What follows belongs to an exercise in optimizing a design on an open flow for small area, a short achievable clock period and few clock cycles per item; a production flow would make more cautious choices.
In this exercise RTL edits were held to simulation tests only and were not proved equivalent to the original.

==> design/flow/design.v <==
module mant_mul8 (input wire [7:0] x, input wire [7:0] y, output wire [15:0] r0, output wire [15:0] r1);
    wire pp0_0 = x[0] & y[0];
    wire pp0_1 = x[0] & y[1];
    wire pp0_2 = x[0] & y[2];
    wire pp0_3 = x[0] & y[3];
    wire pp0_4 = x[0] & y[4];
    wire pp0_5 = x[0] & y[5];
    wire pp0_6 = x[0] & y[6];
    wire pp0_7 = x[0] & y[7];
    wire pp1_0 = x[1] & y[0];
    wire pp1_1 = x[1] & y[1];
    wire pp1_2 = x[1] & y[2];
    wire pp1_3 = x[1] & y[3];
    wire pp1_4 = x[1] & y[4];
    wire pp1_5 = x[1] & y[5];
    wire pp1_6 = x[1] & y[6];
    wire pp1_7 = x[1] & y[7];
    wire pp2_0 = x[2] & y[0];
    wire pp2_1 = x[2] & y[1];
    wire pp2_2 = x[2] & y[2];
    wire pp2_3 = x[2] & y[3];
    wire pp2_4 = x[2] & y[4];
    wire pp2_5 = x[2] & y[5];
    wire pp2_6 = x[2] & y[6];
    wire pp2_7 = x[2] & y[7];
    wire pp3_0 = x[3] & y[0];
    wire pp3_1 = x[3] & y[1];
    wire pp3_2 = x[3] & y[2];
    wire pp3_3 = x[3] & y[3];
    wire pp3_4 = x[3] & y[4];
    wire pp3_5 = x[3] & y[5];
    wire pp3_6 = x[3] & y[6];
    wire pp3_7 = x[3] & y[7];
    wire pp4_0 = x[4] & y[0];
    wire pp4_1 = x[4] & y[1];
    wire pp4_2 = x[4] & y[2];
    wire pp4_3 = x[4] & y[3];
    wire pp4_4 = x[4] & y[4];
    wire pp4_5 = x[4] & y[5];
    wire pp4_6 = x[4] & y[6];
    wire pp4_7 = x[4] & y[7];
    wire pp5_0 = x[5] & y[0];
    wire pp5_1 = x[5] & y[1];
    wire pp5_2 = x[5] & y[2];
    wire pp5_3 = x[5] & y[3];
    wire pp5_4 = x[5] & y[4];
    wire pp5_5 = x[5] & y[5];
    wire pp5_6 = x[5] & y[6];
    wire pp5_7 = x[5] & y[7];
    wire pp6_0 = x[6] & y[0];
    wire pp6_1 = x[6] & y[1];
    wire pp6_2 = x[6] & y[2];
    wire pp6_3 = x[6] & y[3];
    wire pp6_4 = x[6] & y[4];
    wire pp6_5 = x[6] & y[5];
    wire pp6_6 = x[6] & y[6];
    wire pp6_7 = x[6] & y[7];
    wire pp7_0 = x[7] & y[0];
    wire pp7_1 = x[7] & y[1];
    wire pp7_2 = x[7] & y[2];
    wire pp7_3 = x[7] & y[3];
    wire pp7_4 = x[7] & y[4];
    wire pp7_5 = x[7] & y[5];
    wire pp7_6 = x[7] & y[6];
    wire pp7_7 = x[7] & y[7];
    wire hs0 = pp0_6 ^ pp1_5;
    wire hc0 = pp0_6 & pp1_5;
    wire fs1 = pp0_7 ^ pp1_6 ^ pp2_5;
    wire fc1 = (pp0_7 & pp1_6) | (pp2_5 & (pp0_7 ^ pp1_6));
    wire hs2 = pp3_4 ^ pp4_3;
    wire hc2 = pp3_4 & pp4_3;
    wire fs3 = pp1_7 ^ pp2_6 ^ pp3_5;
    wire fc3 = (pp1_7 & pp2_6) | (pp3_5 & (pp1_7 ^ pp2_6));
    wire hs4 = pp4_4 ^ pp5_3;
    wire hc4 = pp4_4 & pp5_3;
    wire fs5 = pp2_7 ^ pp3_6 ^ pp4_5;
    wire fc5 = (pp2_7 & pp3_6) | (pp4_5 & (pp2_7 ^ pp3_6));
    wire hs6 = pp0_4 ^ pp1_3;
    wire hc6 = pp0_4 & pp1_3;
    wire fs7 = pp0_5 ^ pp1_4 ^ pp2_3;
    wire fc7 = (pp0_5 & pp1_4) | (pp2_3 & (pp0_5 ^ pp1_4));
    wire hs8 = pp3_2 ^ pp4_1;
    wire hc8 = pp3_2 & pp4_1;
    wire fs9 = pp2_4 ^ pp3_3 ^ pp4_2;
    wire fc9 = (pp2_4 & pp3_3) | (pp4_2 & (pp2_4 ^ pp3_3));
    wire fs10 = pp5_1 ^ pp6_0 ^ hs0;
    wire fc10 = (pp5_1 & pp6_0) | (hs0 & (pp5_1 ^ pp6_0));
    wire fs11 = pp5_2 ^ pp6_1 ^ pp7_0;
    wire fc11 = (pp5_2 & pp6_1) | (pp7_0 & (pp5_2 ^ pp6_1));
    wire fs12 = hc0 ^ fs1 ^ hs2;
    wire fc12 = (hc0 & fs1) | (hs2 & (hc0 ^ fs1));
    wire fs13 = pp6_2 ^ pp7_1 ^ fc1;
    wire fc13 = (pp6_2 & pp7_1) | (fc1 & (pp6_2 ^ pp7_1));
    wire fs14 = hc2 ^ fs3 ^ hs4;
    wire fc14 = (hc2 & fs3) | (hs4 & (hc2 ^ fs3));
    wire fs15 = pp5_4 ^ pp6_3 ^ pp7_2;
    wire fc15 = (pp5_4 & pp6_3) | (pp7_2 & (pp5_4 ^ pp6_3));
    wire fs16 = fc3 ^ hc4 ^ fs5;
    wire fc16 = (fc3 & hc4) | (fs5 & (fc3 ^ hc4));
    wire fs17 = pp3_7 ^ pp4_6 ^ pp5_5;
    wire fc17 = (pp3_7 & pp4_6) | (pp5_5 & (pp3_7 ^ pp4_6));
    wire fs18 = pp6_4 ^ pp7_3 ^ fc5;
    wire fc18 = (pp6_4 & pp7_3) | (fc5 & (pp6_4 ^ pp7_3));
    wire fs19 = pp4_7 ^ pp5_6 ^ pp6_5;
    wire fc19 = (pp4_7 & pp5_6) | (pp6_5 & (pp4_7 ^ pp5_6));
    wire hs20 = pp0_3 ^ pp1_2;
    wire hc20 = pp0_3 & pp1_2;
    wire fs21 = pp2_2 ^ pp3_1 ^ pp4_0;
    wire fc21 = (pp2_2 & pp3_1) | (pp4_0 & (pp2_2 ^ pp3_1));
    wire fs22 = pp5_0 ^ hc6 ^ fs7;
    wire fc22 = (pp5_0 & hc6) | (fs7 & (pp5_0 ^ hc6));
    wire fs23 = fc7 ^ hc8 ^ fs9;
    wire fc23 = (fc7 & hc8) | (fs9 & (fc7 ^ hc8));
    wire fs24 = fc9 ^ fc10 ^ fs11;
    wire fc24 = (fc9 & fc10) | (fs11 & (fc9 ^ fc10));
    wire fs25 = fc11 ^ fc12 ^ fs13;
    wire fc25 = (fc11 & fc12) | (fs13 & (fc11 ^ fc12));
    wire fs26 = fc13 ^ fc14 ^ fs15;
    wire fc26 = (fc13 & fc14) | (fs15 & (fc13 ^ fc14));
    wire fs27 = fc15 ^ fc16 ^ fs17;
    wire fc27 = (fc15 & fc16) | (fs17 & (fc15 ^ fc16));
    wire fs28 = pp7_4 ^ fc17 ^ fc18;
    wire fc28 = (pp7_4 & fc17) | (fc18 & (pp7_4 ^ fc17));
    wire fs29 = pp5_7 ^ pp6_6 ^ pp7_5;
    wire fc29 = (pp5_7 & pp6_6) | (pp7_5 & (pp5_7 ^ pp6_6));
    wire hs30 = pp0_2 ^ pp1_1;
    wire hc30 = pp0_2 & pp1_1;
    wire fs31 = pp2_1 ^ pp3_0 ^ hs20;
    wire fc31 = (pp2_1 & pp3_0) | (hs20 & (pp2_1 ^ pp3_0));
    wire fs32 = hs6 ^ hc20 ^ fs21;
    wire fc32 = (hs6 & hc20) | (fs21 & (hs6 ^ hc20));
    wire fs33 = hs8 ^ fc21 ^ fs22;
    wire fc33 = (hs8 & fc21) | (fs22 & (hs8 ^ fc21));
    wire fs34 = fs10 ^ fc22 ^ fs23;
    wire fc34 = (fs10 & fc22) | (fs23 & (fs10 ^ fc22));
    wire fs35 = fs12 ^ fc23 ^ fs24;
    wire fc35 = (fs12 & fc23) | (fs24 & (fs12 ^ fc23));
    wire fs36 = fs14 ^ fc24 ^ fs25;
    wire fc36 = (fs14 & fc24) | (fs25 & (fs14 ^ fc24));
    wire fs37 = fs16 ^ fc25 ^ fs26;
    wire fc37 = (fs16 & fc25) | (fs26 & (fs16 ^ fc25));
    wire fs38 = fs18 ^ fc26 ^ fs27;
    wire fc38 = (fs18 & fc26) | (fs27 & (fs18 ^ fc26));
    wire fs39 = fs19 ^ fc27 ^ fs28;
    wire fc39 = (fs19 & fc27) | (fs28 & (fs19 ^ fc27));
    wire fs40 = fc19 ^ fc28 ^ fs29;
    wire fc40 = (fc19 & fc28) | (fs29 & (fc19 ^ fc28));
    wire fs41 = pp6_7 ^ pp7_6 ^ fc29;
    wire fc41 = (pp6_7 & pp7_6) | (fc29 & (pp6_7 ^ pp7_6));
    assign r0[0] = pp0_0;
    assign r1[0] = 1'b0;
    assign r0[1] = pp0_1;
    assign r1[1] = pp1_0;
    assign r0[2] = pp2_0;
    assign r1[2] = hs30;
    assign r0[3] = hc30;
    assign r1[3] = fs31;
    assign r0[4] = fc31;
    assign r1[4] = fs32;
    assign r0[5] = fc32;
    assign r1[5] = fs33;
    assign r0[6] = fc33;
    assign r1[6] = fs34;
    assign r0[7] = fc34;
    assign r1[7] = fs35;
    assign r0[8] = fc35;
    assign r1[8] = fs36;
    assign r0[9] = fc36;
    assign r1[9] = fs37;
    assign r0[10] = fc37;
    assign r1[10] = fs38;
    assign r0[11] = fc38;
    assign r1[11] = fs39;
    assign r0[12] = fc39;
    assign r1[12] = fs40;
    assign r0[13] = fc40;
    assign r1[13] = fs41;
    assign r0[14] = pp7_7;
    assign r1[14] = fc41;
    assign r0[15] = 1'b0;
    assign r1[15] = 1'b0;
endmodule
module bf16mul_s1 (
    input  wire [15:0] operand_a,
    input  wire [15:0] operand_b,
    output wire [34:0] mid
);
    wire sign_a = operand_a[15];
    wire sign_b = operand_b[15];
    wire [7:0] exp_a = operand_a[14:7];
    wire [7:0] exp_b = operand_b[14:7];
    wire [6:0] frac_a = operand_a[6:0];
    wire [6:0] frac_b = operand_b[6:0];
    wire sign_r = sign_a ^ sign_b;
    wire ez_a = ~|exp_a;
    wire ez_b = ~|exp_b;
    wire ef_a = &exp_a;
    wire ef_b = &exp_b;
    wire fz_a = ~|frac_a;
    wire fz_b = ~|frac_b;
    wire nan = (ef_a & ~fz_a) | (ef_b & ~fz_b) | (ef_a & ez_b) | (ef_b & ez_a);
    wire inf = ef_a | ef_b;
    wire zero = ez_a | ez_b;
    wire [1:0] spec = nan ? 2'd3 : inf ? 2'd2 : zero ? 2'd1 : 2'd0;
    wire [15:0] r0, r1;
    mant_mul8 u_mm (.x({1'b1, frac_a}), .y({1'b1, frac_b}), .r0(r0), .r1(r1));
    wire [5:0] lo = {1'b0, r0[4:0]} + {1'b0, r1[4:0]};
    wire [9:0] exp_sum = {2'b0, exp_a} + {2'b0, exp_b} - 10'd127;
    assign mid = {spec, sign_r, exp_sum, r0[14:5], r1[14:5], lo[5], |lo[4:0]};
endmodule
module bf16mul_s2 (
    input  wire [34:0] mid,
    output reg  [15:0] result
);
    function [10:0] ks11(input [10:0] x, input [10:0] y, input ci);
        reg [10:0] g, p, gg, pp, g2, p2;
        integer i, d;
        begin
            g = x & y; p = x ^ y;
            gg = g; pp = p;
            gg[0] = g[0] | (p[0] & ci);
            for (d = 1; d < 11; d = d * 2) begin
                g2 = gg; p2 = pp;
                for (i = d; i < 11; i = i + 1) begin
                    g2[i] = gg[i] | (pp[i] & gg[i-d]);
                    p2[i] = pp[i] & pp[i-d];
                end
                gg = g2; pp = p2;
            end
            ks11[0] = p[0] ^ ci;
            for (i = 1; i < 11; i = i + 1) ks11[i] = p[i] ^ gg[i-1];
        end
    endfunction
    function [7:0] inc7(input [6:0] v);
        reg [6:0] pa, p2; integer i, d;
        begin
            pa = v;
            for (d = 1; d < 7; d = d * 2) begin
                p2 = pa;
                for (i = d; i < 7; i = i + 1) p2[i] = pa[i] & pa[i-d];
                pa = p2;
            end
            inc7[0] = ~v[0];
            for (i = 1; i < 7; i = i + 1) inc7[i] = v[i] ^ pa[i-1];
            inc7[7] = pa[6];
        end
    endfunction
    wire [1:0] spec = mid[34:33];
    wire sign_r = mid[32];
    wire [9:0] es0 = mid[31:22];
    wire [10:0] hi = ks11({1'b0, mid[21:12]}, {1'b0, mid[11:2]}, mid[1]);
    wire [15:5] mp = hi;
    wire st5 = mid[0];
    wire [9:0] es1 = es0 + 10'd1;
    wire [9:0] es2 = es0 + 10'd2;
    wire ns = mp[15];
    wire [6:0] fw1 = mp[14:8];
    wire [6:0] fw0 = mp[13:7];
    wire ru1 = mp[7] & (mp[6] | mp[5] | st5 | fw1[0]);
    wire ru0 = mp[6] & (mp[5] | st5 | fw0[0]);
    wire [7:0] fi1 = inc7(fw1);
    wire [7:0] fi0 = inc7(fw0);
    wire ovf1 = ru1 & fi1[7];
    wire ovf0 = ru0 & fi0[7];
    wire [6:0] ff1 = ovf1 ? 7'h40 : ru1 ? fi1[6:0] : fw1;
    wire [6:0] ff0 = ovf0 ? 7'h40 : ru0 ? fi0[6:0] : fw0;
    wire inf0 = es0[9] | es0[8] | (&es0[7:0]);
    wire inf1 = es1[9] | es1[8] | (&es1[7:0]);
    wire inf2 = es2[9] | es2[8] | (&es2[7:0]);
    wire zer0 = (es0 == 10'd0);
    wire zer1 = (es1 == 10'd0);
    wire zer2 = (es2 == 10'd0);
    wire [15:0] n1 = ovf1 ? (inf2 ? {sign_r, 15'h7F80} : zer2 ? {sign_r, 15'b0} : {sign_r, es2[7:0], ff1})
                          : (inf1 ? {sign_r, 15'h7F80} : zer1 ? {sign_r, 15'b0} : {sign_r, es1[7:0], ff1});
    wire [15:0] n0 = ovf0 ? (inf1 ? {sign_r, 15'h7F80} : zer1 ? {sign_r, 15'b0} : {sign_r, es1[7:0], ff0})
                          : (inf0 ? {sign_r, 15'h7F80} : zer0 ? {sign_r, 15'b0} : {sign_r, es0[7:0], ff0});
    always @(*) begin
        case (spec)
            2'd3:    result = 16'h7FC0;
            2'd2:    result = {sign_r, 8'hFF, 7'h00};
            2'd1:    result = {sign_r, 15'b0};
            default: result = ns ? n1 : n0;
        endcase
    end
endmodule
module bf16add_s1 (
    input  wire [15:0] operand_a,
    input  wire [15:0] operand_b,
    output wire [38:0] mid
);
    function [9:0] ks9(input [8:0] x, input [8:0] y, input ci);
        reg [8:0] g, p, gg, pp, g2, p2;
        integer i, d;
        begin
            g = x & y; p = x ^ y;
            gg = g; pp = p;
            gg[0] = g[0] | (p[0] & ci);
            for (d = 1; d < 9; d = d * 2) begin
                g2 = gg; p2 = pp;
                for (i = d; i < 9; i = i + 1) begin
                    g2[i] = gg[i] | (pp[i] & gg[i-d]);
                    p2[i] = pp[i] & pp[i-d];
                end
                gg = g2; pp = p2;
            end
            ks9[0] = p[0] ^ ci;
            for (i = 1; i < 9; i = i + 1) ks9[i] = p[i] ^ gg[i-1];
            ks9[9] = gg[8];
        end
    endfunction
    wire sa = operand_a[15];
    wire sb = operand_b[15];
    wire [7:0] ea = operand_a[14:7];
    wire [7:0] eb = operand_b[14:7];
    wire [6:0] fa = operand_a[6:0];
    wire [6:0] fb = operand_b[6:0];
    wire ha = |ea;
    wire hb = |eb;
    wire [7:0] ma = {ha, fa};
    wire [7:0] mb = {hb, fb};
    wire fza = ~|fa;
    wire fzb = ~|fb;
    wire efa = &ea;
    wire efb = &eb;
    wire za = ~ha & fza;
    wire zb = ~hb & fzb;
    wire eff_sub = sa ^ sb;
    wire nan = (efa & ~fza) | (efb & ~fzb) | (efa & efb & eff_sub);
    wire inf = efa | efb;
    wire pass = za | zb;
    wire [1:0] kind = nan ? 2'd3 : inf ? 2'd2 : pass ? 2'd1 : 2'd0;
    wire e_lt = ea < eb;
    wire e_eq = ea == eb;
    wire m_lt = ma < mb;
    wire a_lt_b = e_lt | (e_eq & m_lt);
    wire [7:0] dab = ea - eb;
    wire [7:0] dba = eb - ea;
    wire [7:0] elg = e_lt ? eb : ea;
    wire slg = (za & zb) ? (sa & sb) : a_lt_b ? sb : sa;
    wire [7:0] mlg = a_lt_b ? mb : ma;
    wire big_ab = |dab[7:4];
    wire big_ba = |dba[7:4];
    wire [17:0] sx_b = {mb, 10'b0} >> dab[3:0];
    wire [17:0] sx_a = {ma, 10'b0} >> dba[3:0];
    wire [17:0] smx = a_lt_b ? sx_a : sx_b;
    wire big = a_lt_b ? big_ba : big_ab;
    wire [7:0] msa = big ? 8'd0 : smx[17:10];
    wire gd = ~big & smx[9];
    wire rd = ~big & smx[8];
    wire st = (|smx[7:0]) | big;
    wire [7:0] lim = (elg > 8'd1) ? elg - 8'd1 : 8'd0;
    wire [7:0] mask = (lim >= 8'd7) ? 8'd0 : (8'h80 >> lim);
    assign mid = {mask, kind, slg, elg, eff_sub, mlg, msa ^ {8{eff_sub}}, gd, rd, st};
endmodule
module bf16add_s2 (
    input  wire [38:0] mid,
    output reg  [15:0] result
);
    function [9:0] ks9(input [8:0] x, input [8:0] y, input ci);
        reg [8:0] g, p, gg, pp, g2, p2;
        integer i, d;
        begin
            g = x & y; p = x ^ y;
            gg = g; pp = p;
            gg[0] = g[0] | (p[0] & ci);
            for (d = 1; d < 9; d = d * 2) begin
                g2 = gg; p2 = pp;
                for (i = d; i < 9; i = i + 1) begin
                    g2[i] = gg[i] | (pp[i] & gg[i-d]);
                    p2[i] = pp[i] & pp[i-d];
                end
                gg = g2; pp = p2;
            end
            ks9[0] = p[0] ^ ci;
            for (i = 1; i < 9; i = i + 1) ks9[i] = p[i] ^ gg[i-1];
            ks9[9] = gg[8];
        end
    endfunction
    function [8:0] inc8(input [7:0] v);
        reg [7:0] pa, p2; integer i, d;
        begin
            pa = v;
            for (d = 1; d < 8; d = d * 2) begin
                p2 = pa;
                for (i = d; i < 8; i = i + 1) p2[i] = pa[i] & pa[i-d];
                pa = p2;
            end
            inc8[0] = ~v[0];
            for (i = 1; i < 8; i = i + 1) inc8[i] = v[i] ^ pa[i-1];
            inc8[8] = pa[7];
        end
    endfunction
    wire [1:0] kind = mid[30:29];
    wire sgn = mid[28];
    wire [7:0] elg = mid[27:20];
    wire eff_sub = mid[19];
    wire [7:0] mlg = mid[18:11];
    wire [7:0] msa = mid[10:3];        
    wire g = mid[2];
    wire r = mid[1];
    wire s = mid[0];
    wire [9:0] s_w = ks9({1'b0, mlg}, {eff_sub, msa}, eff_sub);
    wire [8:0] sum = s_w[8:0];
    wire elg_zero = ~|elg;
    wire elg_254 = (elg == 8'd254);
    wire elg_253 = (elg == 8'd253);
    wire [8:0] elg_i = inc8(elg);
    wire [7:0] elg_p1 = elg_i[7:0];
    wire [8:0] elg_i2 = inc8(elg_p1);
    wire [7:0] elg_p2 = elg_i2[7:0];
    wire [7:0] m_r = sum[8:1];
    wire ru_r = sum[0] & (g | r | s | sum[1]);
    wire [8:0] i_r = inc8(m_r);
    wire ov_r = ru_r & i_r[8];
    wire [6:0] f_r = ru_r ? i_r[6:0] : m_r[6:0];
    wire inf_r = elg_254 | (elg_253 & ov_r);
    wire [7:0] e_r = ov_r ? elg_p2 : elg_p1;
    wire [7:0] m_n = sum[7:0];
    wire ru_n = g & (r | s | sum[0]);
    wire [8:0] i_n = inc8(m_n);
    wire ov_n = ru_n & i_n[8];
    wire [6:0] f_n = ru_n ? i_n[6:0] : m_n[6:0];
    wire inf_n = elg_254 & ov_n;
    wire zero_n = elg_zero & ~ov_n;
    wire [7:0] e_n = ov_n ? elg_p1 : elg;
    wire [7:0] mask = mid[38:31];
    wire [7:0] nz = sum[7:0] | mask;
    reg [2:0] lz;
    always @(*) begin
        casez (nz)
            8'b1???????: lz = 3'd0;
            8'b01??????: lz = 3'd1;
            8'b001?????: lz = 3'd2;
            8'b0001????: lz = 3'd3;
            8'b00001???: lz = 3'd4;
            8'b000001??: lz = 3'd5;
            8'b0000001?: lz = 3'd6;
            default:     lz = 3'd7;
        endcase
    end
    wire [7:0] m_l = sum[7:0] << lz;
    wire [6:0] f_l = {m_l[6:1], g & (r | s)};
    wire [3:0] e_lo = {1'b0, elg[2:0]} - {1'b0, lz};
    wire [4:0] e_hi_m1 = elg[7:3] - 5'd1;
    wire [7:0] e_l = {e_lo[3] ? e_hi_m1 : elg[7:3], e_lo[2:0]};
    wire l_none = (lz == 3'd0);    
    wire c_r = sum[8];
    wire c_n = ~sum[8] & (sum[7] | l_none);
    wire sum_zero = ~|sum;
    always @(*) begin
        if (kind == 2'd3)
            result = 16'h7FC0;
        else if (kind == 2'd2)
            result = {sgn, 8'hFF, 7'h00};
        else if (kind == 2'd1)
            result = {sgn, elg, mlg[6:0]};
        else if (sum_zero)
            result = 16'h0000;
        else if (c_r)
            result = inf_r ? {sgn, 8'hFF, 7'h00} : {sgn, e_r, f_r};
        else if (c_n)
            result = inf_n ? {sgn, 8'hFF, 7'h00} : zero_n ? {sgn, 15'b0} : {sgn, e_n, f_n};
        else
            result = {sgn, e_l, f_l};
    end
endmodule
module bf16pe (
    input  wire        clk,
    input  wire        load,       
    input  wire        zero_prod,  
    input  wire [15:0] a_in,
    input  wire [15:0] b_in,
    input  wire [15:0] cx_in,
    input  wire [15:0] cy_in,
    output reg  [15:0] dx,         
    output reg  [15:0] acc
);
    wire [34:0] mm_w;
    reg  [34:0] mm;
    wire [15:0] prod_w;
    reg  [15:0] prod;
    wire [38:0] mid_w;
    reg  [38:0] mid;
    wire [15:0] sum_w;
    bf16mul_s1 u_m1 (.operand_a(a_in), .operand_b(b_in), .mid(mm_w));
    bf16mul_s2 u_m2 (.mid(mm), .result(prod_w));
    bf16add_s1 u_a1 (.operand_a(acc), .operand_b(prod), .mid(mid_w));
    bf16add_s2 u_a2 (.mid(mid), .result(sum_w));
    always @(posedge clk) begin
        mm   <= mm_w;
        prod <= zero_prod ? 16'h8000 : prod_w;
        mid  <= load ? {8'd0, 2'd1, cx_in[15:7], 2'b0, cx_in[6:0], 11'd0} : mid_w;
        acc  <= load ? cy_in : sum_w;
        dx   <= acc;
    end
endmodule
module bf16sa (
    input  wire          clk,
    input  wire          load,
    input  wire          zero_prod,
    input  wire [4*16-1:0] a_row,    
    input  wire [2*16-1:0] b_col,    
    input  wire [255:0]  c_in,
    output wire [255:0]  d_out
);
    genvar i, m;
    generate
        for (i = 0; i < 4; i = i + 1) begin : ROW
            for (m = 0; m < 2; m = m + 1) begin : COL
                bf16pe u_pe (
                    .clk(clk),
                    .load(load),
                    .zero_prod(zero_prod),
                    .a_in(a_row[i*16 +: 16]),
                    .b_in(b_col[m*16 +: 16]),
                    .cx_in(c_in[(i*4+2*m)*16 +: 16]),
                    .cy_in(c_in[(i*4+2*m+1)*16 +: 16]),
                    .dx(d_out[(i*4+2*m)*16 +: 16]),
                    .acc(d_out[(i*4+2*m+1)*16 +: 16])
                );
            end
        end
    endgenerate
endmodule
module tensor_core (
    input  wire clk,
    input  wire rst_n,
    input  wire [4*4*16-1:0] matrix_a,
    input  wire [4*4*16-1:0] matrix_b,
    input  wire [4*4*16-1:0] matrix_c,
    input  wire valid_in,
    output wire [4*4*16-1:0] matrix_d,
    output reg  valid_out
);
    reg [63:0] a_s0, a_s1, a_s2, a_s3;
    reg [31:0] b_s0, b_s1, b_s2, b_s3, b_s4, b_s5, b_s6;
    reg [9:0]  busy;      
    reg        run;       
    wire [63:0] a_k [0:3];
    wire [31:0] b_q [0:7];
    genvar n, k;
    generate
        for (k = 0; k < 4; k = k + 1) begin : KS
            for (n = 0; n < 4; n = n + 1) begin : RS
                assign a_k[k][n*16 +: 16] = matrix_a[(n*4+k)*16 +: 16];
            end
            for (n = 0; n < 2; n = n + 1) begin : CS
                assign b_q[2*k][n*16 +: 16]   = matrix_b[(k*4+2*n)*16 +: 16];
                assign b_q[2*k+1][n*16 +: 16] = matrix_b[(k*4+2*n+1)*16 +: 16];
            end
        end
    endgenerate
    wire a_shift = busy[0] | busy[2] | busy[4];
    always @(posedge clk) begin
        if (!run) begin
            a_s0 <= a_k[0]; a_s1 <= a_k[1]; a_s2 <= a_k[2];
        end else if (a_shift) begin
            a_s0 <= a_s1; a_s1 <= a_s2; a_s2 <= a_s3;
        end
        if (!run || a_shift)
            a_s3 <= a_k[3];
        b_s0 <= run ? b_s1 : b_q[1];
        b_s1 <= run ? b_s2 : b_q[2];
        b_s2 <= run ? b_s3 : b_q[3];
        b_s3 <= run ? b_s4 : b_q[4];
        b_s4 <= run ? b_s5 : b_q[5];
        b_s5 <= run ? b_s6 : b_q[6];
        b_s6 <= b_q[7];
    end
    always @(posedge clk or negedge rst_n) begin
        if (!rst_n) begin
            busy <= 10'd0;
            run <= 1'b0;
            valid_out <= 1'b0;
        end else begin
            busy <= {busy[8:0], valid_in};
            run <= valid_in | (|busy[8:0]);
            valid_out <= busy[9];
        end
    end
    bf16sa u_sa (
        .clk(clk),
        .load(~run),
        .zero_prod(~run),
        .a_row(run ? a_s0 : a_k[0]),
        .b_col(run ? b_s0 : b_q[0]),
        .c_in(matrix_c),
        .d_out(matrix_d)
    );
endmodule
==> design/flow/run.sh <==
#!/bin/bash
# synth_recipe.tcl (not shown) runs the flow's synth.tcl, then flattens the netlist and writes it again
# the make line also repeats each setting of config.mk as NAME=value (left out here)
make -C /OpenROAD-flow-scripts/flow DESIGN_CONFIG=/design/flow/config.mk WORK_HOME=/design/flow/orfs CLKGATE_MAP_FILE= SYNTH_SCRIPT=/design/flow/synth_recipe.tcl finish
==> design/flow/config.mk <==
export PLATFORM = sky130hd
export DESIGN_NAME = tensor_core
export DESIGN_NICKNAME = tensor_core
export VERILOG_FILES = /design/flow/design.v
export SDC_FILE = /design/flow/constraint.sdc
export NUM_CORES = 4
export LEC_CHECK = 0
export CAP_MARGIN = 20
export CORE_MARGIN = 2
export CORE_UTILIZATION = 40
export SETUP_SLACK_MARGIN = 2.5
export SLEW_MARGIN = 20
==> design/flow/constraint.sdc <==
create_clock -name core_clock -period 7.0 [get_ports {clk}]
set_input_delay 1.4000 -clock core_clock [delete_from_list [all_inputs] [get_ports {clk}]]
set_output_delay 1.4000 -clock core_clock [all_outputs]
set_load 0.01 [all_outputs]
==> out/summary.md, run 1 <==
### Synth
• **cell with the most instances after synthesis** nor2_1
• **EDFF count, synth** 256
• **top cells by area in the synthesized netlist** dfxtp_1, ha_1, edfxtp_1
• **post-synthesis area per instance** 8.53 µm²
• **sequential element share of the synthesized area** 0.299
• **Gate Count Post-Synth** 12,447
• **post-synthesis cell type with the largest combined area** dfxtp_1
• **proportion of register bits with asynchronous set or reset after synthesis** 0.00826
• **area share of the leading cell type in the synthesized netlist** 0.223
• **synth unique cells** 125
• **Synth Net Count** 14,258
• **commonest cells in the synthesized netlist** nor2_1, dfxtp_1, inv_1
• **post-synthesis instance area** 0.106 mm²
• **main flop type after synthesis** dfxtp_1
• **synth warn** 4
• **number of register bits inferred by synthesis** 1,452

### Clocking
• **maximum clock insertion buffer count** 4
• **Clock H-tree levels** 4
• **Clk Latency, worst-skew pair** 0.92 ns
• **Post-CTS Hold Buffers** 0
• **number of sinks driven by the clock tree** 1,452
• **cell at the root of the clock tree** clkbuf_16
• **clock-pin slew on the worst setup and hold paths** 0.06 ns
• **CTS buffer count** 177
• **clock tree from TritonCTS** done

### Run
• **number of max-cap violations** 0

### Timing
• **max-slew violations** 0
• **Fmax** 0.225 GHz
• **final number of setup-violating endpoints** 0
• **minimum setup slack in the final design** 2.57 ns
• **unrepaired setup endpoints after global routing** true
• **final total negative setup slack** 0 ns
• **post-route clock period utilization** 0.634
• **Final Hold Vio Count** 0
• **headroom to the max-slew limit** 0.210
• **clock tree skew after final layout** 0.126 ns
• **Slew @ Worst Pin** 1.18 ns
• **minimum clock period after layout** 4.43 ns

### Status
• **outcome** finished clean

### Detailed routing
• **Post-route DRC** 0
• **Via-to-Cell Ratio** 5.65
• **Routed WL** 377,000 µm
• **wire length on met1** 169,000 µm
• **Met3 Wirelength** 28,800 µm
• **average wire length per cell after detail routing** 22.2 µm
• **met2 wire len** 167,000 µm
• **residual antenna-violating net count after detailed routing** 0
• **total via count after detailed routing** 95,615
• **DR top layer** met5
• **length of the first detailed-routing pass in iterations** 7
• **DRC violation total after the first TritonRoute iteration** 9,149

### Worst setup path
• **Worst setup startpoint** u_sa.ROW[2].COL[0].u_pe.mm[1]
• **Crit path arrival time** 5.11 ns
• **endpoint kind of the worst setup timing path** register
• **Required @ worst endpoint** 7.68 ns
• **critical path class** register to register
• **largest fanout of any net on the critical path** 6
• **register-to-register setup slack** 2.57 ns
• **startpoint kind of the worst setup timing path** register
• **length in cells of the worst reg-to-reg path** 13
• **end of the worst register-to-register path** u_sa.ROW[2].COL[0].u_pe.prod[7]
• **worst reg2reg startpoint** u_sa.ROW[2].COL[0].u_pe.mm[1]

### Placed design
• **placed cell count** 16,546
• **number of buffers inserted by port buffering** 1,027
• **global placement routability congestion** 0.972
• **total half-perimeter wirelength after legalization and detailed placement** 293,000 µm
• **minimum setup slack after placement** 1.87 ns
• **post-placement cell area** 0.120 mm²

### Hold path
• **worst hold path type** register to register
• **hold path endpoint** valid_out
• **hold wc startpoint** busy[9]
• **Hold Path Cell Cnt** 0

### Global route
• **all-layer global routing usage** 0.269
• **antenna violations before repair** 65
• **largest net degree at the start of global routing** 156
• **residual overflow from global routing** 0
• **first-pass GRT wire length** 568,000 µm
• **vias in the first global route** 90,816

### Final layout
• **final design area excluding fillers** 0.127 mm²
• **Nets** 15,045
• **share of cells above drive strength 1** 0.0894
• **post-synthesis to final-layout area growth** 19.4%
• **number of standard cells in the final layout excluding fillers** 16,930

### Floorplanning
• **die height** 519 µm
• **Die Footprint** 0.269 mm²
• **# IOs** 1,028
• **Placement Rows** 189
• **starting density of the core** 0.401
• **x dimension of the die** 519 µm
• **standard cell core area** 0.265 mm²

-- state kept, by name (all words and copies together) (netlist names) --
| signal | flops |
|---|---|
| b_s2 | 32 |
| a_s3 | 64 |
| u_sa.ROW.COL.u_pe.prod | 128 |
| u_sa.ROW.COL.u_pe.dx | 128 |
| run | 1 |
| u_sa.ROW.COL.u_pe.mm | 272 |
| b_s3 | 32 |
| u_sa.ROW.COL.u_pe.acc | 128 |
| a_s2 | 64 |
| b_s6 | 32 |
| b_s4 | 32 |
| u_sa.ROW.COL.u_pe.mid | 304 |
| b_s1 | 32 |
| a_s1 | 64 |
| b_s0 | 32 |
| b_s5 | 32 |
| busy | 10 |
| a_s0 | 64 |
| valid_out | 1 |
-- per-stage QoR --
step	util	hold slack, ns
6_report	0.479	0.347
4_1_cts	0.476	0.351
5_1_grt	0.479	0.362
3_3_place_gp	0.453	0.336
3_5_place_dp	0.453	0.340
2_1_floorplan	-	0.331
-- repair_timing --
| item | 4_1_cts | 5_1_grt |
|---|---|---|
| pin swaps | 1 | 13 |
| setup endpoints to repair | 143 | 121 |
| setup buffers | 10 | 29 |
| cloned | 3 | 0 |
| resized for setup | 28 | 96 |
-- cell usage in the layout (no fill, tap or decap), types with 53 or more instances in the layout --
cell             netlist  layout
dfxtp_1             1184    1181
xnor2_1              385     383
nor3_1               281     274
a21oi_1              827     820
clkbuf_16              0     180
a211o_1               53      53
o22ai_1               54      53
nand2b_1             128     128
and2_1                77      76
or3_1                101     101
o211ai_1             120     120
o21a_1                81      80
a211oi_1             103     100
nor2b_1              110     110
a31oi_1              165     163
a21o_1               128     126
o31ai_1               87      82
nor3b_1               64      62
nand2_1              807     805
inv_1                984     982
buf_4                  2     161
nor2_1              1436    1432
fa_1                 344     342
edfxtp_1             256     256
nand4_1              180     180
nand3_1              354     351
ha_1                 696     694
nor4_1               131     127
xor2_1               219     214
and3_1               114     114
mux2_2               460     460
o21ai_0              562     550
clkdlybuf4s50_1        0    1027
mux2i_1              393     365
-- final cells by class --
cell class	count	area, µm²
Fill cell	25534	138000
Timing Repair Buffer	1197	11700
Clock inverter	93	975
Tap cell	3533	4420
Multi-Input combinational cell	9412	69300
Antenna cell	18	45.0
Inverter	994	3740
Clock buffer	231	4910
Sequential cell	1452	31700
-- routing by layer --
layer  vias to the layer above  track usage
met5                         -            0
met2                      3662        0.421
li1                      45848            -
met4                        50       0.0791
met1                     45488        0.375
met3                       567       0.0488
-- kinds of logic after synthesis --
family                     share of synthesized area
and+or+nand+nor                                0.182
buffers and inverters                         0.0569
xor gates and xnor gates                      0.0498
muxes                                         0.0862
adders and majority gates                      0.147
DFF                                            0.299
AOI/OAI and AO/OA                              0.179
-- worst max-delay path by stage --
stage	end	slack, ns	cells after the start
6_report	u_sa.ROW[2].COL[0].u_pe.prod[7]	2.57	13
5_1_grt	u_sa.ROW[3].COL[1].u_pe.mid[3]	2.43	12
4_1_cts	u_sa.ROW[1].COL[0].u_pe.acc[10]	2.51	14
3_5_place_dp	u_sa.ROW[3].COL[1].u_pe.mm[7]	1.87	10
3_3_place_gp	u_sa.ROW[3].COL[1].u_pe.mm[7]	1.88	10
2_1_floorplan	u_sa.ROW[1].COL[0].u_pe.mm[5]	2.52	9
-- critical path: stages (launching register included) --
cell      delay (ns)
dfxtp_1         0.30
inv_1           0.08
fa_1            0.28
inv_1           0.08
fa_1            0.42
a211oi_2        0.38
nor2_1          0.11
o31ai_2         0.45
xor2_1          0.26
or4_1           0.69
o21ba_2         0.30
a21oi_1         0.13
a311oi_1        0.08
o31ai_1         0.65
Testbench counts, summed over its fixed seeds: cycles 4,232, items 384.
==> run 2: changes to the inputs <==
--- a/design/flow/config.mk
+++ b/design/flow/config.mk
@@ -8,5 +8,5 @@
 export CAP_MARGIN = 20
 export CORE_MARGIN = 2
 export CORE_UTILIZATION = 40
-export SETUP_SLACK_MARGIN = 2.5
+export SETUP_SLACK_MARGIN = 3.2
 export SLEW_MARGIN = 20
==> run 2 against run 1 <==
  * Still clean
  * Hold slack better by 0.0029 ns
  * Synthesized cell count did not move
  * Utilization is 2.7 points higher
  * Final cell count rose by 2.0%
  * Die area unchanged
  * Flip-flop and latch count unchanged
  * Via count is 1.7% higher
  * Critical path type unchanged
  * Setup slack gained 0.38 ns
==> out/summary.md, run 2 <==
### Status
• **outcome** finished clean, unchanged

### Final layout
• **Nets** 15,386, was 15,045
• **largest reg by FF count** u_sa.ROW.COL.u_pe.mid, unchanged
• **post-synthesis to final-layout area growth** 26.2%, was 19.4%
• **commonest non-fill, non-tap cell in the layout** nor2_1, unchanged
• **commonest cells after routing, fill and taps aside** nor2_1, dfxtp_1, clkdlybuf4s50_1, unchanged
• **share of cells above drive strength 1** 0.160, was 0.0894
• **largest registers** u_sa.ROW.COL.u_pe.mid x304, u_sa.ROW.COL.u_pe.mm x272, unchanged
• **max FFs per register** 304, unchanged

### Timing
• **final total negative setup slack** 0 ns, unchanged
• **minimum clock period after layout** 4.05 ns, was 4.43 ns
• **final number of setup-violating endpoints** 0, unchanged
• **Slew @ Worst Pin** 1.01 ns, was 1.18 ns
• **post-route clock period utilization** 0.579, was 0.634
• **Final Hold Vio Count** 0, unchanged
• **minimum setup slack in the final design** 2.95 ns, was 2.57 ns
• **Fmax** 0.247 GHz, was 0.225 GHz
• **clock tree skew after final layout** 0.109 ns, was 0.126 ns
• **max-slew violations** 0, unchanged
• **minimum hold slack** 0.350 ns, was 0.347 ns
• **headroom to the max-slew limit** 0.309, was 0.210
• **unrepaired setup endpoints after global routing** true, unchanged

### Clocking
• **number of sinks driven by the clock tree** 1,452, unchanged
• **CTS buffer count** 172, was 177
• **clock-pin slew on the worst setup and hold paths** 0.06 ns, about the same
• **cell at the root of the clock tree** clkbuf_16, unchanged
• **Clock H-tree levels** 4, unchanged
• **maximum clock insertion buffer count** 4, unchanged
• **Clk Latency, worst-skew pair** 0.91 ns, was 0.92 ns
• **clock tree from TritonCTS** done, unchanged

### Synth
• **synth warn** 4, unchanged
• **Gate Count Post-Synth** 12,447, unchanged
• **EDFF count, synth** 256, unchanged
• **post-synthesis cell type with the largest combined area** dfxtp_1, unchanged
• **number of register bits inferred by synthesis** 1,452, unchanged
• **cell with the most instances after synthesis** nor2_1, unchanged
• **main flop type after synthesis** dfxtp_1, unchanged
• **proportion of register bits with asynchronous set or reset after synthesis** 0.00826, unchanged
• **post-synthesis area per instance** 8.53 µm², unchanged
• **area share of the leading cell type in the synthesized netlist** 0.223, unchanged
• **sequential element share of the synthesized area** 0.299, unchanged
• **commonest cells in the synthesized netlist** nor2_1, dfxtp_1, inv_1, unchanged
• **post-synthesis instance area** 0.106 mm², unchanged
• **top cells by area in the synthesized netlist** dfxtp_1, ha_1, edfxtp_1, unchanged
• **Synth Net Count** 14,258, unchanged
• **synth unique cells** 125, unchanged

### Worst setup path
• **largest fanout of any net on the critical path** 4, was 6
• **Required @ worst endpoint** 7.74 ns, was 7.68 ns
• **endpoint kind of the worst setup timing path** register, unchanged
• **startpoint kind of the worst setup timing path** register, unchanged
• **critical path class** register to register, unchanged
• **Critical Path Most Common Cell** buf_6
• **crit path buf inv count** 16, was 2
• **Crit path arrival time** 4.79 ns, was 5.11 ns
• **slowest cell on the critical path** fa_2, was or4_1
• **slowest stage delay, CP** 0.43 ns, was 0.69 ns
• **largest delay contributor family on the critical path** buffers and inverters, was compound AO/OA/AOI/OAI gates

### Global route
• **first-pass GRT wire length** 572,000 µm, was 568,000 µm
• **all-layer global routing usage** 0.270, was 0.269
• **largest net degree at the start of global routing** 161, was 156
• **residual overflow from global routing** 0, unchanged
• **antenna violations before repair** 74, was 65
• **vias in the first global route** 92,502, was 90,816

### Floorplanning
• **# IOs** 1,028, unchanged
• **x dimension of the die** 519 µm, unchanged
• **die height** 519 µm, unchanged
• **starting density of the core** 0.401, unchanged
• **Die Footprint** 0.269 mm², unchanged
• **Placement Rows** 189, unchanged
• **standard cell core area** 0.265 mm², unchanged

### Placed design
• **global placement routability congestion** 0.968, was 0.972
• **minimum setup slack after placement** 1.82 ns, was 1.87 ns
• **number of buffers inserted by port buffering** 1,027, unchanged
• **total half-perimeter wirelength after legalization and detailed placement** 292,000 µm, was 293,000 µm

### Detailed routing
• **average wire length per cell after detail routing** 22.2 µm, about the same
• **Via-to-Cell Ratio** 5.63, was 5.65
• **DRC violation total after the first TritonRoute iteration** 8,813, was 9,149
• **total via count after detailed routing** 97,252, was 95,615
• **Post-route DRC** 0, unchanged
• **residual antenna-violating net count after detailed routing** 0, unchanged
• **length of the first detailed-routing pass in iterations** 8, was 7
• **Routed WL** 384,000 µm, was 377,000 µm

### Run
• **number of max-cap violations** 0, unchanged

### Hold path
• **worst hold path type** register to register, unchanged

==> run 2: metrics by stage <==
| step | cell area (µm²) | utilization | std cells |
|---|---|---|---|
| finish | 134000 | 0.506 | 17272 |
| CTS | 130000 | 0.492 | 17095 |
| global placement | 120000 | 0.455 | 16545 |
| floorplan | 107000 | - | 12447 |
| global route | 134000 | 0.506 | 17258 |
| detailed placement | 120000 | 0.455 | 16545 |
==> run 2: final timing paths <==
path | start | endpoint | slack, ns | depth (start not counted)
min in group asynchronous | rst_n | busy[2] | 0.86 | 1
hold / removal | busy[9] | valid_out | 0.35 | 0
setup / recovery | u_sa.ROW[3].COL[0].u_pe.mid[3] | u_sa.ROW[3].COL[0].u_pe.acc[2] | 2.95 | 26
setup reg to reg | u_sa.ROW[3].COL[0].u_pe.mid[3] | u_sa.ROW[3].COL[0].u_pe.acc[2] | 2.95 | 26
hold reg to reg | busy[9] | valid_out | 0.35 | 0
max in group asynchronous | rst_n | run | 5.74 | 1
==> run 2: cells by family (layout without fill, tap and decap cells) <==
| logic type | count (synthesis) | count (layout) | share of synthesized area |
|---|---|---|---|
| adder cells (fa/ha/maj) | 1042 | 1042 | 0.147 |
| AND/OR/NAND/NOR | 4027 | 4028 | 0.182 |
| flip-flops | 1452 | 1452 | 0.299 |
| buffers and inverters | 1586 | 2848 | 0.0569 |
| multiplexers | 855 | 857 | 0.0862 |
| other | 0 | 24 | 0 |
| XOR/XNOR | 604 | 604 | 0.0498 |
| AO/OA/AOI/OAI | 2881 | 2884 | 0.179 |
==> run 2: final cells by class <==
| cell class | count | area, µm² |
|---|---|---|
| fillers | 24986 | 131000 |
| multi-input cells | 9415 | 73300 |
| clock buffers | 227 | 4810 |
| repair buffers | 1540 | 14800 |
| well taps | 3533 | 4420 |
| clock inverters | 87 | 952 |
| flip-flops and latches | 1452 | 31800 |
| diodes | 24 | 60.1 |
| inverters | 994 | 3790 |
==> run 2: layer usage <==
layer  GRT usage  share of wire  wire [µm]  vias up
met5           0        0.00075        289        -
met4      0.0711          0.029      11100       44
met3      0.0462          0.076      29000      618
met2       0.428           0.45     172000     3764
met1       0.379           0.45     172000    46301
li1            -              -          -    46525
==> run 2: timing repair <==
item,CTS,global route
hold endpoints to repair,0,0
resized for setup,458,539
pin swaps,129,195
hold buffers,0,0
endpoints found under the setup margin,536,406
buffers inserted,231,148
gates cloned,5,5
==> run 3: changes to the inputs <==
--- a/design/flow/config.mk
+++ b/design/flow/config.mk
@@ -5,8 +5,9 @@
 export SDC_FILE = /design/flow/constraint.sdc
 export NUM_CORES = 4
 export LEC_CHECK = 0
+export ABC_AREA = 1
 export CAP_MARGIN = 20
 export CORE_MARGIN = 2
 export CORE_UTILIZATION = 40
-export SETUP_SLACK_MARGIN = 3.2
+export SETUP_SLACK_MARGIN = 3.0
 export SLEW_MARGIN = 20
==> run 3 against run 2 <==
  * Setup slack gained 0.071 ns
  * Hold slack improved by 0.00081 ns
  * Critical path depth fell by 9
  * Critical path type unchanged
  * Via count is 6.3% higher
  * Die area increased by 1.1%
  * First-iteration DRC count shrank 1.3%
==> out/summary.md, run 3 <==
### Clocking
• **clock tree from TritonCTS** done, unchanged
• **cell at the root of the clock tree** clkbuf_16, unchanged
• **maximum clock insertion buffer count** 4, unchanged
• **CTS buffer count** 179, was 172
• **Clock H-tree levels** 4, unchanged
• **clock-pin slew on the worst setup and hold paths** 0.06 ns, about the same
• **Post-CTS Hold Buffers** 0, unchanged
• **Clk Latency, worst-skew pair** 0.91 ns, about the same
• **number of sinks driven by the clock tree** 1,452, unchanged

### Synth
• **area share of the leading cell type in the synthesized netlist** 0.221, was 0.223
• **synth unique cells** 85, was 125
• **Gate Count Post-Synth** 15,643, was 12,447
• **synth warn** 4, unchanged
• **post-synthesis instance area** 0.107 mm², was 0.106 mm²
• **commonest cells in the synthesized netlist** nand2_1, inv_1, dfxtp_1, was nor2_1, dfxtp_1, inv_1
• **cell with the most instances after synthesis** nand2_1, was nor2_1
• **EDFF count, synth** 256, unchanged
• **Synth Net Count** 17,454, was 14,258
• **post-synthesis cell type with the largest combined area** dfxtp_1, unchanged
• **number of register bits inferred by synthesis** 1,452, unchanged
• **top cells by area in the synthesized netlist** dfxtp_1, nand2_1, ha_1, was dfxtp_1, ha_1, edfxtp_1
• **post-synthesis area per instance** 6.86 µm², was 8.53 µm²
• **sequential element share of the synthesized area** 0.295, was 0.299
• **proportion of register bits with asynchronous set or reset after synthesis** 0.00826, unchanged
• **main flop type after synthesis** dfxtp_1, unchanged

### Global route
• **vias in the first global route** 95,867, was 92,502
• **first-pass GRT wire length** 572,000 µm, about the same
• **all-layer global routing usage** 0.268, was 0.270
• **antenna violations before repair** 66, was 74
• **largest net degree at the start of global routing** 147, was 161
• **residual overflow from global routing** 0, unchanged

### Final layout
• **number of standard cells in the final layout excluding fillers** 20,243, was 17,272
• **largest registers** u_sa.ROW.COL.u_pe.mid x304, u_sa.ROW.COL.u_pe.mm x272, unchanged
• **max FFs per register** 304, unchanged
• **commonest cells after routing, fill and taps aside** nand2_1, inv_1, dfxtp_1, was nor2_1, dfxtp_1, clkdlybuf4s50_1
• **share of cells above drive strength 1** 0.0602, was 0.160
• **Nets** 18,341, was 15,386
• **post-synthesis to final-layout area growth** 19.9%, was 26.2%
• **commonest non-fill, non-tap cell in the layout** nand2_1, was nor2_1
• **largest reg by FF count** u_sa.ROW.COL.u_pe.mid, unchanged

### Status
• **outcome** finished clean, unchanged

### Worst setup path
• **endpoint kind of the worst setup timing path** register, unchanged
• **startpoint kind of the worst setup timing path** register, unchanged
• **Crit path arrival time** 4.62 ns, was 4.79 ns
• **Required @ worst endpoint** 7.64 ns, was 7.74 ns
• **largest fanout of any net on the critical path** 10, was 4
• **critical path class** register to register, unchanged

### Detailed routing
• **Post-route DRC** 0, unchanged
• **average wire length per cell after detail routing** 18.8 µm, was 22.2 µm
• **residual antenna-violating net count after detailed routing** 0, unchanged
• **total via count after detailed routing** 103,403, was 97,252
• **length of the first detailed-routing pass in iterations** 9, was 8
• **Routed WL** 380,000 µm, was 384,000 µm
• **Via-to-Cell Ratio** 5.11, was 5.63
• **DRC violation total after the first TritonRoute iteration** 8,701, was 8,813

### Floorplanning
• **x dimension of the die** 522 µm, was 519 µm
• **die height** 522 µm, was 519 µm
• **Die Footprint** 0.272 mm², was 0.269 mm²
• **standard cell core area** 0.267 mm², was 0.265 mm²
• **starting density of the core** 0.401, about the same
• **# IOs** 1,028, unchanged
• **Placement Rows** 190, was 189

### Timing
• **Fmax** 0.251 GHz, was 0.247 GHz
• **final total negative setup slack** 0 ns, unchanged
• **headroom to the max-slew limit** 0.322, was 0.309
• **Slew @ Worst Pin** 1.01 ns, about the same
• **final number of setup-violating endpoints** 0, unchanged
• **Final Hold Vio Count** 0, unchanged
• **unrepaired setup endpoints after global routing** true, unchanged
• **minimum clock period after layout** 3.98 ns, was 4.05 ns
• **max-slew violations** 0, unchanged
• **post-route clock period utilization** 0.569, was 0.579
• **clock tree skew after final layout** 0.111 ns, was 0.109 ns

### Hold path
• **worst hold path type** register to register, unchanged

### Run
• **number of max-cap violations** 0, unchanged

### Placed design
• **number of buffers inserted by port buffering** 1,027, unchanged
• **placed cell count** 19,833, was 16,545
• **total half-perimeter wirelength after legalization and detailed placement** 300,000 µm, was 292,000 µm
• **global placement routability congestion** 0.968, about the same

run 3: changes by cell type after synthesis, moves of 138 or more:
cell     change
o21ai_0    +579
nor2_1     -289
nand3_1    +518
mux2i_1    -363
nor3_1     -138
xnor2_1    -307
inv_1     +1211
mux2_2     -460
xor2_1     +164
nand2_1   +3827
run 3: worst max-delay path: stages (launching register included):
cell       delay [ns]
dfxtp_1          0.30
inv_1            0.06
fa_1             0.27
inv_1            0.10
fa_1             0.43
nand3_1          0.11
nand2_1          0.10
a21oi_1          0.31
xor2_2           0.39
inv_1            0.11
nand3_1          0.14
or2_1            0.18
nor2_4           0.09
inv_2            0.18
nand2_1          0.13
inv_1            0.14
o2111ai_1        0.13
a21oi_1          0.55
run 3: final timing paths:
check                                         startpoint                         endpoint  slack [ns]  depth (start not counted)
max                        u_sa.ROW[3].COL[0].u_pe.mm[2]  u_sa.ROW[3].COL[0].u_pe.prod[1]        3.02                         17
min                                              busy[9]                        valid_out        0.35                          0
max reg2reg                u_sa.ROW[3].COL[0].u_pe.mm[2]  u_sa.ROW[3].COL[0].u_pe.prod[1]        3.02                         17
min reg2reg                                      busy[9]                        valid_out        0.35                          0
max in group asynchronous                          rst_n                              run        5.73                          1
min in group asynchronous                          rst_n                        valid_out        0.87                          1
run 3: kinds of logic (layout without fill, tap and decap cells):
logic type	count (synthesis)	in the layout	synth area share
xor gates and xnor gates	481	481	0.0408
other	0	21	0
adders and majority gates	1040	1040	0.145
and+or+nand+nor	7454	7454	0.292
buffers and inverters	2776	3803	0.0991
AOI/OAI and AO/OA	2410	2410	0.124
DFF	1452	1452	0.295
muxes	30	30	0.00280
run 3: what timing repair did:
action	in CTS	in global routing
cloned	2	6
buffers inserted	17	43
pin swaps	2	9
endpoints found under the setup margin	342	269
resized for setup	78	170
run 3: through the flow:
step / utilization / hold WS [ns] / setup slack (ns) / area (µm²)
after floorplan: - / 0.331 / 2.89 / 108000
after global placement: 0.452 / 0.334 / 1.88 / 121000
after detailed placement: 0.452 / 0.340 / 1.86 / 121000
after CTS: 0.477 / 0.354 / 2.94 / 128000
after global routing: 0.481 / 0.363 / 2.81 / 129000
final: 0.481 / 0.350 / 3.02 / 129000
run 3: final cells by class:
cell class | instances | area, µm²
fill | 27202 | 139000
sequential | 1452 | 31700
timing repair buffer | 1187 | 11900
antenna | 21 | 52.6
tap | 3552 | 4440
clock buffer | 237 | 5100
inverter | 2294 | 8700
clock inverter | 84 | 973
timing repair inverter | 1 | 11.3
multi-input combinational | 11415 | 65800
run 3: per-layer routing:
layer | share of wire | global-route usage
met1 | 0.45 | 0.371
met2 | 0.44 | 0.426
met3 | 0.075 | 0.0478
met4 | 0.031 | 0.0762
met5 | 0.0011 | 0
==> run 4: changes to the inputs <==
--- a/design/flow/config.mk
+++ b/design/flow/config.mk
@@ -9,5 +9,5 @@
 export CAP_MARGIN = 20
 export CORE_MARGIN = 2
 export CORE_UTILIZATION = 40
-export SETUP_SLACK_MARGIN = 3.0
+export SETUP_SLACK_MARGIN = 3.6
 export SLEW_MARGIN = 20
==> run 4 against run 3 <==
  * Synthesized area unchanged
  * Final area increased by 8.0%
  * Final cell count increased by 2.4%
  * Utilization increased by 3.8 points
  * Hold slack got worse by 0.0022 ns
  * Clock skew decreased by 0.0052 ns
  * Critical path depth decreased by 3
  * Die area unchanged
  * Flip-flop and latch count unchanged
==> out/summary.md, run 4 <==
### Status
• **outcome** finished clean, unchanged

### Clocking
• **Clock H-tree levels** 4, unchanged
• **number of sinks driven by the clock tree** 1,452, unchanged
• **maximum clock insertion buffer count** 4, unchanged
• **clock-pin slew on the worst setup and hold paths** 0.06 ns, about the same
• **CTS buffer count** 177, was 179
• **Post-CTS Hold Buffers** 0, unchanged
• **clock tree from TritonCTS** done, unchanged
• **Clk Latency, worst-skew pair** 0.93 ns, was 0.91 ns
• **cell at the root of the clock tree** clkbuf_16, unchanged

### Global route
• **most heavily used metal layer in global routing** met2, unchanged
• **met3 capacity usage during global routing** 0.0472, was 0.0478
• **largest net degree at the start of global routing** 105, was 147
• **residual overflow from global routing** 0, unchanged
• **met2 demand-to-capacity share in global routing** 0.447, was 0.426
• **antenna violations before repair** 70, was 66
• **first-pass GRT wire length** 596,000 µm, was 572,000 µm
• **vias in the first global route** 98,522, was 95,867
• **met1 capacity usage during global routing** 0.384, was 0.371
• **all-layer global routing usage** 0.281, was 0.268

### Floorplanning
• **Die Footprint** 0.272 mm², unchanged
• **x dimension of the die** 522 µm, unchanged
• **# IOs** 1,028, unchanged
• **starting density of the core** 0.401, unchanged
• **standard cell core area** 0.267 mm², unchanged
• **die height** 522 µm, unchanged
• **Placement Rows** 190, unchanged

### Timing
• **headroom to the max-slew limit** 0.253, was 0.322
• **max-slew violations** 0, unchanged
• **final number of setup-violating endpoints** 0, unchanged
• **unrepaired setup endpoints after global routing** true, unchanged
• **Final Hold Vio Count** 0, unchanged
• **post-route clock period utilization** 0.524, was 0.569
• **final total negative setup slack** 0 ns, unchanged
• **minimum clock period after layout** 3.67 ns, was 3.98 ns
• **Fmax** 0.273 GHz, was 0.251 GHz
• **Slew @ Worst Pin** 1.11 ns, was 1.01 ns
• **clock tree skew after final layout** 0.106 ns, was 0.111 ns

### Synth
• **synth unique cells** 85, unchanged
• **main flop type after synthesis** dfxtp_1, unchanged
• **number of register bits inferred by synthesis** 1,452, unchanged
• **proportion of register bits with asynchronous set or reset after synthesis** 0.00826, unchanged
• **cell with the most instances after synthesis** nand2_1, unchanged
• **post-synthesis area per instance** 6.86 µm², unchanged
• **sequential element share of the synthesized area** 0.295, unchanged
• **synth warn** 4, unchanged
• **post-synthesis cell type with the largest combined area** dfxtp_1, unchanged
• **Synth Net Count** 17,454, unchanged
• **Gate Count Post-Synth** 15,643, unchanged
• **EDFF count, synth** 256, unchanged
• **commonest cells in the synthesized netlist** nand2_1, inv_1, dfxtp_1, unchanged
• **top cells by area in the synthesized netlist** dfxtp_1, nand2_1, ha_1, unchanged
• **area share of the leading cell type in the synthesized netlist** 0.221, unchanged
• **post-synthesis instance area** 0.107 mm², unchanged

### Final layout
• **commonest non-fill, non-tap cell in the layout** nand2_1, unchanged
• **Nets** 18,813, was 18,341
• **final core utilization** 0.520, was 0.481
• **max FFs per register** 304, unchanged
• **commonest cells after routing, fill and taps aside** nand2_1, inv_1, nor2_1, was nand2_1, inv_1, dfxtp_1
• **final design area excluding fillers** 0.139 mm², was 0.129 mm²
• **post-synthesis to final-layout area growth** 29.5%, was 19.9%
• **share of cells above drive strength 1** 0.150, was 0.0602
• **largest registers** u_sa.ROW.COL.u_pe.mid x304, u_sa.ROW.COL.u_pe.mm x272, unchanged
• **largest reg by FF count** u_sa.ROW.COL.u_pe.mid, unchanged

### Detailed routing
• **total via count after detailed routing** 106,865, was 103,403
• **average wire length per cell after detail routing** 19.6 µm, was 18.8 µm
• **DRC violation total after the first TritonRoute iteration** 9,156, was 8,701
• **Routed WL** 405,000 µm, was 380,000 µm
• **residual antenna-violating net count after detailed routing** 0, unchanged
• **Post-route DRC** 0, unchanged
• **Via-to-Cell Ratio** 5.16, was 5.11
• **length of the first detailed-routing pass in iterations** 7, was 9

### Placed design
• **number of buffers inserted by port buffering** 1,027, unchanged
• **total half-perimeter wirelength after legalization and detailed placement** 301,000 µm, was 300,000 µm
• **global placement routability congestion** 0.965, was 0.968
• **post-placement cell area** 0.121 mm², about the same

### Run
• **number of max-cap violations** 0, unchanged

### Worst setup path
• **register-to-register setup slack** 3.33 ns, was 3.02 ns
• **end of the worst register-to-register path** u_sa.ROW[2].COL[0].u_pe.mm[6], was u_sa.ROW[3].COL[0].u_pe.prod[1]
• **length in cells of the worst reg-to-reg path** 14, was 17
• **Setup crit end** u_sa.ROW[2].COL[0].u_pe.mm[6], was u_sa.ROW[3].COL[0].u_pe.prod[1]
• **Worst setup startpoint** run, was u_sa.ROW[3].COL[0].u_pe.mm[2]
• **startpoint kind of the worst setup timing path** register, unchanged
• **path length in cells of the critical path** 14, was 17
• **crit path buf inv count** 7, was 5
• **Required @ worst endpoint** 7.82 ns, was 7.64 ns
• **largest fanout of any net on the critical path** 8, was 10
• **Crit path arrival time** 4.49 ns, was 4.62 ns
• **cells along the critical path** buf_12 -> inv_16 -> or2_4 -> o21ai_4 -> buf_12 -> clkinv_16 -> nand2_1 -> inv_2 -> fa_1 -> inv_1 -> fa_2 -> fa_1 -> inv_1 -> fa_2, was inv_1 -> fa_1 -> inv_1 -> fa_1 -> nand3_1 -> nand2_1 -> a21oi_1 -> xor2_2 -> inv_1 -> nand3_1 -> or2_1 -> nor2_4 -> inv_2 -> nand2_1 -> inv_1 -> o2111ai_1 -> a21oi_1
• **critical path class** register to register, unchanged
• **slowest stage delay, CP** 0.55 ns, about the same
• **largest delay contributor family on the critical path** adder cells, was compound AO/OA/AOI/OAI gates
• **worst reg2reg startpoint** run, was u_sa.ROW[3].COL[0].u_pe.mm[2]
• **slowest cell on the critical path** fa_1, was a21oi_1
• **endpoint kind of the worst setup timing path** register, unchanged

### Hold path
• **worst hold path type** register to register, unchanged

==> run 4: how the worst min path moves through the flow <==
stage | start | end | depth (start not counted)
floorplan | busy[9] | valid_out | 0
global placement | busy[9] | valid_out | 0
detailed placement | busy[9] | valid_out | 0
CTS | busy[9] | valid_out | 0
global route | busy[9] | valid_out | 0
finish | busy[9] | valid_out | 0
==> run 4: cells by family after synthesis <==
group | after synthesis | share of synthesized area
AOI/OAI and AO/OA | 2410 | 0.124
xor gates and xnor gates | 481 | 0.0408
adders and majority gates | 1040 | 0.145
buffers and inverters | 2776 | 0.0991
DFF | 1452 | 0.295
muxes | 30 | 0.00280
and+or+nand+nor | 7454 | 0.292
==> run 4: metal layers <==
layer / up-vias / wire, µm
met4: 48 / 15900
met2: 3735 / 180000
met3: 727 / 29200
met5: - / 332
met1: 49467 / 179000
li1: 52888 / -
==> run 4: metrics by stage <==
step	cells	setup WS, ns	hold slack (ns)
floorplan	15643	2.98	0.331
global placement	19827	1.92	0.335
detailed placement	19827	1.87	0.340
CTS	20390	3.31	0.352
global route	20709	3.25	0.353
finish	20722	3.33	0.348
==> run 4: final cells by class <==
| type | count | area [µm²] |
|---|---|---|
| clock inverters | 80 | 1010 |
| inverters | 2294 | 8910 |
| repair inverters | 16 | 189 |
| multi-input cells | 11428 | 70900 |
| repair buffers | 1633 | 16500 |
| clock buffers | 238 | 5040 |
| diodes | 29 | 72.6 |
| flip-flops and latches | 1452 | 31900 |
| well taps | 3552 | 4440 |
| fillers | 26288 | 129000 |
==> run 4: worst register-to-register path: cells and delay by family (launching register included) <==
kind / cells / cell delay (ns)
fa+ha+maj: 4 / 1.88
buf+inv: 7 / 0.75
flops: 1 / 0.52
simple gates: 2 / 0.37
compound gates: 1 / 0.07
==> run 4: repair_timing <==
| action | in CTS | in global routing |
|---|---|---|
| setup endpoints to repair | 972 | 519 |
| gates resized for setup | 890 | 867 |
| buffers inserted | 202 | 289 |
| pin swaps | 133 | 321 |
| cloned | 43 | 14 |

==> separate check: timing with driven ports <==
The flow's constraints put no driver on any port. The routed layouts listed below were extracted and timed again, unchanged, in two steps. Step 1: set_driving_cell puts a clkbuf_16 on clk and a buf_2 on each other input, an assumption about the parent block. Step 2 moves the port delays by t, midway between the first and last clock arrival at a register: inputs arrive t later, outputs are due t later. That takes back most of the time a late clock gives input paths. a / b / c = no drivers / after step 1 / after step 2; a / b = the first two.
run	t, ns	setup slack, ns	worst setup path after step 2	worst slew at a driven data input, ns
run 1	0.965	2.565 / 2.565 / 1.805	input to register	0.19
run 2	0.961	2.949 / 2.949 / 2.352	input to register	0.17
run 3	0.967	3.020 / 3.020 / 2.270	input to register	0.36
run 4	0.985	3.332 / 3.332 / 2.470	input to register	0.21
After both steps every run listed still meets setup and hold. For run 4, which loses most, drivers alone change the setup slack by 0.000 ns; drivers and shift together by -0.862 ns.
